Source: an optimization exercise on an open RTL-to-GDS flow (aim: small area). Production flows keep margins and buffers that such runs may drop.
In this exercise RTL edits were held to simulation tests only and were not proved equivalent to the original.
Power is estimated from default activity; no workload was simulated.

== fjord ==
Design regfile, start of the top module:
module regfile (
    clock,
    ctrl_writeEnable,
    ctrl_reset, ctrl_writeReg,
    ctrl_readRegA, ctrl_readRegB, data_writeReg,
    data_readRegA, data_readRegB
);
==> module regfile, before the edit <==
module regfile (
    clock,
    ctrl_writeEnable,
    ctrl_reset, ctrl_writeReg,
    ctrl_readRegA, ctrl_readRegB, data_writeReg,
    data_readRegA, data_readRegB
);
   input clock, ctrl_writeEnable, ctrl_reset;
   input [4:0] ctrl_writeReg, ctrl_readRegA, ctrl_readRegB;
   input [31:0] data_writeReg;
   output [31:0] data_readRegA, data_readRegB;
   reg [31:0] valid;
   reg phase;
   reg [31:0] data [0:31];
   wire [31:0] we, web;
   write_decoder wdec (.en(ctrl_writeEnable), .addr(ctrl_writeReg), .we(we), .web(web));
   always @(posedge clock or posedge ctrl_reset) begin
      if (ctrl_reset) begin
         valid <= 32'd0;
         phase <= 1'b0;
      end else begin
         valid <= valid | we;
         phase <= ~phase;
      end
   end
   wire [31:0] x = data_writeReg ^ {32{phase}};
   genvar i;
   generate
      for (i = 0; i < 32; i = i + 1) begin : regs
         always @(posedge clock)
            data[i] <= ~((data[i] | {32{we[i]}}) & (x | {32{web[i]}}));
      end
   endgenerate
   wire [31:0] rselA = (32'd1 << ctrl_readRegA) & valid;
   wire [31:0] rselB = (32'd1 << ctrl_readRegB) & valid;
   wire [31:0] rawA, rawB;
   read_port rdA (.sel(rselA), .d00(data[0]), .d01(data[1]), .d02(data[2]), .d03(data[3]),
      .d04(data[4]), .d05(data[5]), .d06(data[6]), .d07(data[7]), .d08(data[8]), .d09(data[9]),
      .d10(data[10]), .d11(data[11]), .d12(data[12]), .d13(data[13]), .d14(data[14]), .d15(data[15]),
      .d16(data[16]), .d17(data[17]), .d18(data[18]), .d19(data[19]), .d20(data[20]), .d21(data[21]),
      .d22(data[22]), .d23(data[23]), .d24(data[24]), .d25(data[25]), .d26(data[26]), .d27(data[27]),
      .d28(data[28]), .d29(data[29]), .d30(data[30]), .d31(data[31]), .q(rawA));
   read_port rdB (.sel(rselB), .d00(data[0]), .d01(data[1]), .d02(data[2]), .d03(data[3]),
      .d04(data[4]), .d05(data[5]), .d06(data[6]), .d07(data[7]), .d08(data[8]), .d09(data[9]),
      .d10(data[10]), .d11(data[11]), .d12(data[12]), .d13(data[13]), .d14(data[14]), .d15(data[15]),
      .d16(data[16]), .d17(data[17]), .d18(data[18]), .d19(data[19]), .d20(data[20]), .d21(data[21]),
      .d22(data[22]), .d23(data[23]), .d24(data[24]), .d25(data[25]), .d26(data[26]), .d27(data[27]),
      .d28(data[28]), .d29(data[29]), .d30(data[30]), .d31(data[31]), .q(rawB));
   wire flipA = phase & |rselA;
   wire flipB = phase & |rselB;
   assign data_readRegA = rawA ^ {32{flipA}};
   assign data_readRegB = rawB ^ {32{flipB}};
endmodule
==> module write_decoder, before the edit <==
module write_decoder (
   input         en,
   input  [4:0]  addr,
   output [31:0] we,
   output [31:0] web
);
   assign we = en ? (32'd1 << addr) : 32'd0;
   assign web = ~we;
endmodule
==> module read_port, before the edit <==
module read_port (
   input  [31:0] sel,
   input  [31:0] d00, d01, d02, d03, d04, d05, d06, d07,
   input  [31:0] d08, d09, d10, d11, d12, d13, d14, d15,
   input  [31:0] d16, d17, d18, d19, d20, d21, d22, d23,
   input  [31:0] d24, d25, d26, d27, d28, d29, d30, d31,
   output [31:0] q
);
   wire [31:0] d [0:31];
   assign d[0] = d00;  assign d[1] = d01;  assign d[2] = d02;  assign d[3] = d03;
   assign d[4] = d04;  assign d[5] = d05;  assign d[6] = d06;  assign d[7] = d07;
   assign d[8] = d08;  assign d[9] = d09;  assign d[10] = d10; assign d[11] = d11;
   assign d[12] = d12; assign d[13] = d13; assign d[14] = d14; assign d[15] = d15;
   assign d[16] = d16; assign d[17] = d17; assign d[18] = d18; assign d[19] = d19;
   assign d[20] = d20; assign d[21] = d21; assign d[22] = d22; assign d[23] = d23;
   assign d[24] = d24; assign d[25] = d25; assign d[26] = d26; assign d[27] = d27;
   assign d[28] = d28; assign d[29] = d29; assign d[30] = d30; assign d[31] = d31;
   genvar b, g;
   generate
      for (b = 0; b < 32; b = b + 1) begin : bits
         wire [9:0] n;
         wire t;
         for (g = 0; g < 10; g = g + 1) begin : grp
            aoi222 u (.y(n[g]),
               .a1(sel[3*g]),   .a2(d[3*g][b]),
               .b1(sel[3*g+1]), .b2(d[3*g+1][b]),
               .c1(sel[3*g+2]), .c2(d[3*g+2][b]));
         end
         rd_tail u10 (.y(t), .n8(n[8]), .n9(n[9]),
            .a1(sel[30]), .a2(d[30][b]), .b1(sel[31]), .b2(d[31][b]));
         wire p0, p1;
         nand4 c0 (.y(p0), .a(n[0]), .b(n[1]), .c(n[2]), .d(n[3]));
         nand4 c1 (.y(p1), .a(n[4]), .b(n[5]), .c(n[6]), .d(n[7]));
         or3 c2 (.y(q[b]), .a(p0), .b(p1), .c(t));
      end
   endgenerate
endmodule
==> module nand4, before the edit <==
module nand4 (output y, input a, b, c, d);
   assign y = ~(a & b & c & d);
endmodule
==> module or3, before the edit <==
module or3 (output y, input a, b, c);
   assign y = a | b | c;
endmodule
export LEC_CHECK = 0
export CAP_MARGIN = 10
export CORE_MARGIN = 2
export CORE_UTILIZATION = 60
export PLACE_DENSITY = 0.7
export SLEW_MARGIN = 10
export SYNTH_HIERARCHICAL = 1
export SYNTH_MINIMUM_KEEP_SIZE = 0
create_clock -name core_clock -period 10.0 [get_ports {clock}]
standard.sh (not shown) runs the stock make flow with config.mk's settings and CLKGATE_MAP_FILE= SYNTH_SCRIPT=/design/flow/synth_recipe.tcl, a recipe that flattens the netlist after the stock synthesis.
==> flow/flow/run.sh <==
#!/bin/bash
# The standard layout (bash standard.sh, with the standard synthesis), with
# two changes: the port buffers are buf_1 cells instead of the tool's default
# delay buffer (repair may still resize them), and clock tree synthesis
# clusters more flip-flops per leaf buffer and adds no dummy loads.
set -euo pipefail
export BUFFER_PORTS_ARGS="-buffer_cell sky130_fd_sc_hd__buf_1"
export CTS_ARGS="-sink_clustering_enable -repair_clock_nets -dont_use_dummy_load -buf_list {sky130_fd_sc_hd__clkbuf_8 sky130_fd_sc_hd__clkbuf_16} -sink_clustering_size 26 -sink_clustering_max_diameter 80"
bash standard.sh > standard_make.log 2>&1
What nickel does differently from fjord at the input level:
==> flow/design.v <==
module regfile (
    clock,
    ctrl_writeEnable,
    ctrl_reset, ctrl_writeReg,
    ctrl_readRegA, ctrl_readRegB, data_writeReg,
    data_readRegA, data_readRegB
);
   input clock, ctrl_writeEnable, ctrl_reset;
   input [4:0] ctrl_writeReg, ctrl_readRegA, ctrl_readRegB;
   input [31:0] data_writeReg;
   output [31:0] data_readRegA, data_readRegB;
   reg [31:0] valid;
   reg [31:0] data [0:31];
   wire [31:0] wsel = ctrl_writeEnable ? (32'd1 << ctrl_writeReg) : 32'd0;
   always @(posedge clock or posedge ctrl_reset) begin
      if (ctrl_reset)
         valid <= 32'd0;
      else
         valid <= valid | wsel;
   end
   genvar i;
   generate
      for (i = 0; i < 32; i = i + 1) begin : regs
         always @(posedge clock) begin
            if (wsel[i])
               data[i] <= data_writeReg;
         end
      end
   endgenerate
   wire [31:0] rselA = (32'd1 << ctrl_readRegA) & valid;
   wire [31:0] rselB = (32'd1 << ctrl_readRegB) & valid;
   read_port rdA (.sel(rselA), .d00(data[0]), .d01(data[1]), .d02(data[2]), .d03(data[3]),
      .d04(data[4]), .d05(data[5]), .d06(data[6]), .d07(data[7]), .d08(data[8]), .d09(data[9]),
      .d10(data[10]), .d11(data[11]), .d12(data[12]), .d13(data[13]), .d14(data[14]), .d15(data[15]),
      .d16(data[16]), .d17(data[17]), .d18(data[18]), .d19(data[19]), .d20(data[20]), .d21(data[21]),
      .d22(data[22]), .d23(data[23]), .d24(data[24]), .d25(data[25]), .d26(data[26]), .d27(data[27]),
      .d28(data[28]), .d29(data[29]), .d30(data[30]), .d31(data[31]), .q(data_readRegA));
   read_port rdB (.sel(rselB), .d00(data[0]), .d01(data[1]), .d02(data[2]), .d03(data[3]),
      .d04(data[4]), .d05(data[5]), .d06(data[6]), .d07(data[7]), .d08(data[8]), .d09(data[9]),
      .d10(data[10]), .d11(data[11]), .d12(data[12]), .d13(data[13]), .d14(data[14]), .d15(data[15]),
      .d16(data[16]), .d17(data[17]), .d18(data[18]), .d19(data[19]), .d20(data[20]), .d21(data[21]),
      .d22(data[22]), .d23(data[23]), .d24(data[24]), .d25(data[25]), .d26(data[26]), .d27(data[27]),
      .d28(data[28]), .d29(data[29]), .d30(data[30]), .d31(data[31]), .q(data_readRegB));
endmodule
module read_port (
   input  [31:0] sel,
   input  [31:0] d00, d01, d02, d03, d04, d05, d06, d07,
   input  [31:0] d08, d09, d10, d11, d12, d13, d14, d15,
   input  [31:0] d16, d17, d18, d19, d20, d21, d22, d23,
   input  [31:0] d24, d25, d26, d27, d28, d29, d30, d31,
   output [31:0] q
);
   wire [31:0] d [0:31];
   assign d[0] = d00;  assign d[1] = d01;  assign d[2] = d02;  assign d[3] = d03;
   assign d[4] = d04;  assign d[5] = d05;  assign d[6] = d06;  assign d[7] = d07;
   assign d[8] = d08;  assign d[9] = d09;  assign d[10] = d10; assign d[11] = d11;
   assign d[12] = d12; assign d[13] = d13; assign d[14] = d14; assign d[15] = d15;
   assign d[16] = d16; assign d[17] = d17; assign d[18] = d18; assign d[19] = d19;
   assign d[20] = d20; assign d[21] = d21; assign d[22] = d22; assign d[23] = d23;
   assign d[24] = d24; assign d[25] = d25; assign d[26] = d26; assign d[27] = d27;
   assign d[28] = d28; assign d[29] = d29; assign d[30] = d30; assign d[31] = d31;
   genvar b, g;
   generate
      for (b = 0; b < 32; b = b + 1) begin : bits
         wire [9:0] n;
         wire t;
         for (g = 0; g < 10; g = g + 1) begin : grp
            aoi222 u (.y(n[g]),
               .a1(sel[3*g]),   .a2(d[3*g][b]),
               .b1(sel[3*g+1]), .b2(d[3*g+1][b]),
               .c1(sel[3*g+2]), .c2(d[3*g+2][b]));
         end
         rd_tail u10 (.y(t), .n8(n[8]), .n9(n[9]),
            .a1(sel[30]), .a2(d[30][b]), .b1(sel[31]), .b2(d[31][b]));
         assign q[b] = ~&n[7:0] | t;
      end
   endgenerate
endmodule
module aoi222 (output y, input a1, a2, b1, b2, c1, c2);
   assign y = ~((a1 & a2) | (b1 & b2) | (c1 & c2));
endmodule
module rd_tail (output y, input n8, n9, a1, a2, b1, b2);
   assign y = ~(n8 & n9 & ~((a1 & a2) | (b1 & b2)));
endmodule
==> comparison <==
In the tables for fjord and nickel, initial antenna violation count reads higher with nickel.
nickel ended with less total power than fjord.
Relative to fjord, met2 usage decreased by 10 points in nickel.
A capture point of the worst path of data_readRegA[0] is what fjord shows, while data_readRegB[18] belongs to nickel.
Re count of antenna-violating nets left after detailed routing: no difference whatsoever between nickel and fjord.
Of the two values seen for most common cell after layout, fill and taps aside, sky130_fd_sc_hd__o22ai_1 was produced by fjord and sky130_fd_sc_hd__edfxtp_1 by nickel.
In nickel the relative slew slack turned out 1.9 points lower than in fjord.
Measured against fjord, the filler-free cell count of the finished design of nickel comes out at 0.72 times the reference value.
For the via count of the first global-routing pass, nickel came in 24% lower than fjord did.
Taking fjord as the reference point, the critical path depth of nickel falls by 2.
Final worst setup slack sits higher in nickel than in fjord.
Of fjord and nickel, the run reporting the higher clock buffer count was fjord.
nickel has part of the total power dissipated in sequential elements above what fjord had.

---

north:
regfile again, from the RTL that the note above started with.
export LEC_CHECK = 0
export CAP_MARGIN = 10
export CORE_MARGIN = 2
export CORE_UTILIZATION = 50
export PLACE_DENSITY = 0.6
export SLEW_MARGIN = 10
export SYNTH_HIERARCHICAL = 1
export SYNTH_MINIMUM_KEEP_SIZE = 0
create_clock -name core_clock -period 10.0 [get_ports {clock}]
Scripts as last shown in full above: flow/flow/run.sh
Changes in south relative to north:
-- flow/design.v --
<<< north, line 11
   output [31:0] data_readRegA, data_readRegB;
   reg [31:0] valid;
   reg phase;
   reg [31:0] data [0:31];
   wire [31:0] we, web;
   write_decoder wdec (.en(ctrl_writeEnable), .addr(ctrl_writeReg), .we(we), .web(web));
   always @(posedge clock or posedge ctrl_reset) begin
      if (ctrl_reset) begin
         valid <= 32'd0;
         phase <= 1'b0;
      end else begin
         valid <= valid | we;
         phase <= ~phase;
      end
   end
   wire [31:0] x = data_writeReg ^ {32{phase}};
   genvar i;
   generate
      for (i = 0; i < 32; i = i + 1) begin : regs
         always @(posedge clock)
            data[i] <= ~((data[i] | {32{we[i]}}) & (x | {32{web[i]}}));
      end
   endgenerate
   wire [31:0] rselA = (32'd1 << ctrl_readRegA) & valid;
   wire [31:0] rselB = (32'd1 << ctrl_readRegB) & valid;
   wire [31:0] rawA, rawB;
   read_port rdA (.sel(rselA), .d00(data[0]), .d01(data[1]), .d02(data[2]), .d03(data[3]),
      .d04(data[4]), .d05(data[5]), .d06(data[6]), .d07(data[7]), .d08(data[8]), .d09(data[9]),
>>> south, line 11
   output [31:0] data_readRegA, data_readRegB;
   reg [31:0] valid;
   reg [31:0] data [0:31];
   wire [31:0] wsel = ctrl_writeEnable ? (32'd1 << ctrl_writeReg) : 32'd0;
   always @(posedge clock or posedge ctrl_reset) begin
      if (ctrl_reset)
         valid <= 32'd0;
      else
         valid <= valid | wsel;
   end
   genvar i;
   generate
      for (i = 0; i < 32; i = i + 1) begin : regs
         always @(posedge clock) begin
            if (wsel[i])
               data[i] <= data_writeReg;
         end
      end
   endgenerate
   wire [31:0] rselA = (32'd1 << ctrl_readRegA) & valid;
   wire [31:0] rselB = (32'd1 << ctrl_readRegB) & valid;
   read_port rdA (.sel(rselA), .d00(data[0]), .d01(data[1]), .d02(data[2]), .d03(data[3]),
      .d04(data[4]), .d05(data[5]), .d06(data[6]), .d07(data[7]), .d08(data[8]), .d09(data[9]),
<<< north, line 40
      .d16(data[16]), .d17(data[17]), .d18(data[18]), .d19(data[19]), .d20(data[20]), .d21(data[21]),
      .d22(data[22]), .d23(data[23]), .d24(data[24]), .d25(data[25]), .d26(data[26]), .d27(data[27]),
      .d28(data[28]), .d29(data[29]), .d30(data[30]), .d31(data[31]), .q(rawA));
   read_port rdB (.sel(rselB), .d00(data[0]), .d01(data[1]), .d02(data[2]), .d03(data[3]),
      .d04(data[4]), .d05(data[5]), .d06(data[6]), .d07(data[7]), .d08(data[8]), .d09(data[9]),
>>> south, line 35
      .d16(data[16]), .d17(data[17]), .d18(data[18]), .d19(data[19]), .d20(data[20]), .d21(data[21]),
      .d22(data[22]), .d23(data[23]), .d24(data[24]), .d25(data[25]), .d26(data[26]), .d27(data[27]),
      .d28(data[28]), .d29(data[29]), .d30(data[30]), .d31(data[31]), .q(data_readRegA));
   read_port rdB (.sel(rselB), .d00(data[0]), .d01(data[1]), .d02(data[2]), .d03(data[3]),
      .d04(data[4]), .d05(data[5]), .d06(data[6]), .d07(data[7]), .d08(data[8]), .d09(data[9]),
<<< north, line 46
      .d16(data[16]), .d17(data[17]), .d18(data[18]), .d19(data[19]), .d20(data[20]), .d21(data[21]),
      .d22(data[22]), .d23(data[23]), .d24(data[24]), .d25(data[25]), .d26(data[26]), .d27(data[27]),
      .d28(data[28]), .d29(data[29]), .d30(data[30]), .d31(data[31]), .q(rawB));
   wire flipA = phase & |rselA;
   wire flipB = phase & |rselB;
   assign data_readRegA = rawA ^ {32{flipA}};
   assign data_readRegB = rawB ^ {32{flipB}};
endmodule
module write_decoder (
   input         en,
   input  [4:0]  addr,
   output [31:0] we,
   output [31:0] web
);
   assign we = en ? (32'd1 << addr) : 32'd0;
   assign web = ~we;
endmodule
module read_port (
>>> south, line 41
      .d16(data[16]), .d17(data[17]), .d18(data[18]), .d19(data[19]), .d20(data[20]), .d21(data[21]),
      .d22(data[22]), .d23(data[23]), .d24(data[24]), .d25(data[25]), .d26(data[26]), .d27(data[27]),
      .d28(data[28]), .d29(data[29]), .d30(data[30]), .d31(data[31]), .q(data_readRegB));
endmodule
module read_port (
### Flow results
- On synthesized area, north beats south.
- In south, the first-iteration DRC count came out 1128 below the value in north.
- Compared to north, south has largest net degree at the start of global routing 1 lower.
- Looking at final worst hold slack, south sits 0.047 ns above north.
- On post-route standard cell area excluding fillers, north beats south.
- Sequential share of power: south vs north up 4.2 points
- Looking at north and south, the layout sequential cell count is a wash.
- Per the comparison of south with north, cell count after synthesis dropped 1554; global routing usage summed across all routing layers dropped 6.6 points.

[static timing again, ports no longer ideal]
In the flow no input, the clock included, has a driving cell. The finished layouts below were timed again as built, in two steps. Step 1: set_driving_cell puts a clkbuf_16 on clock and a buf_2 on each other input, an assumption about the parent block. Step 2, shift: input delay + t, output delay - t, t = (earliest + latest rising clock arrival at the registers) / 2. This alone moves slack from input paths to output paths. Three values: ideal, step 1, step 2; two values: the first two.
run	shift t [ns]	setup slack, ns	hold slack, ns	clock arrival spread, ns	worst slew at a driven data input, ns
fjord	0.709	1.940 / 1.902 / 1.902	0.473 / 0.473 / 0.473	0.061 / 0.061	0.11
nickel	0.690	3.043 / 3.010 / 3.010	0.506 / 0.506 / 0.506	0.047 / 0.047	0.18
north	0.718	2.327 / 2.303 / 2.303	0.471 / 0.471 / 0.471	0.060 / 0.059	0.14
south	0.701	2.946 / 2.912 / 2.912	0.518 / 0.518 / 0.518	0.064 / 0.064	0.17
After both steps every run listed still meets setup and hold. For fjord, which loses most, drivers alone change the setup slack by -0.038 ns; drivers and shift together by -0.038 ns.
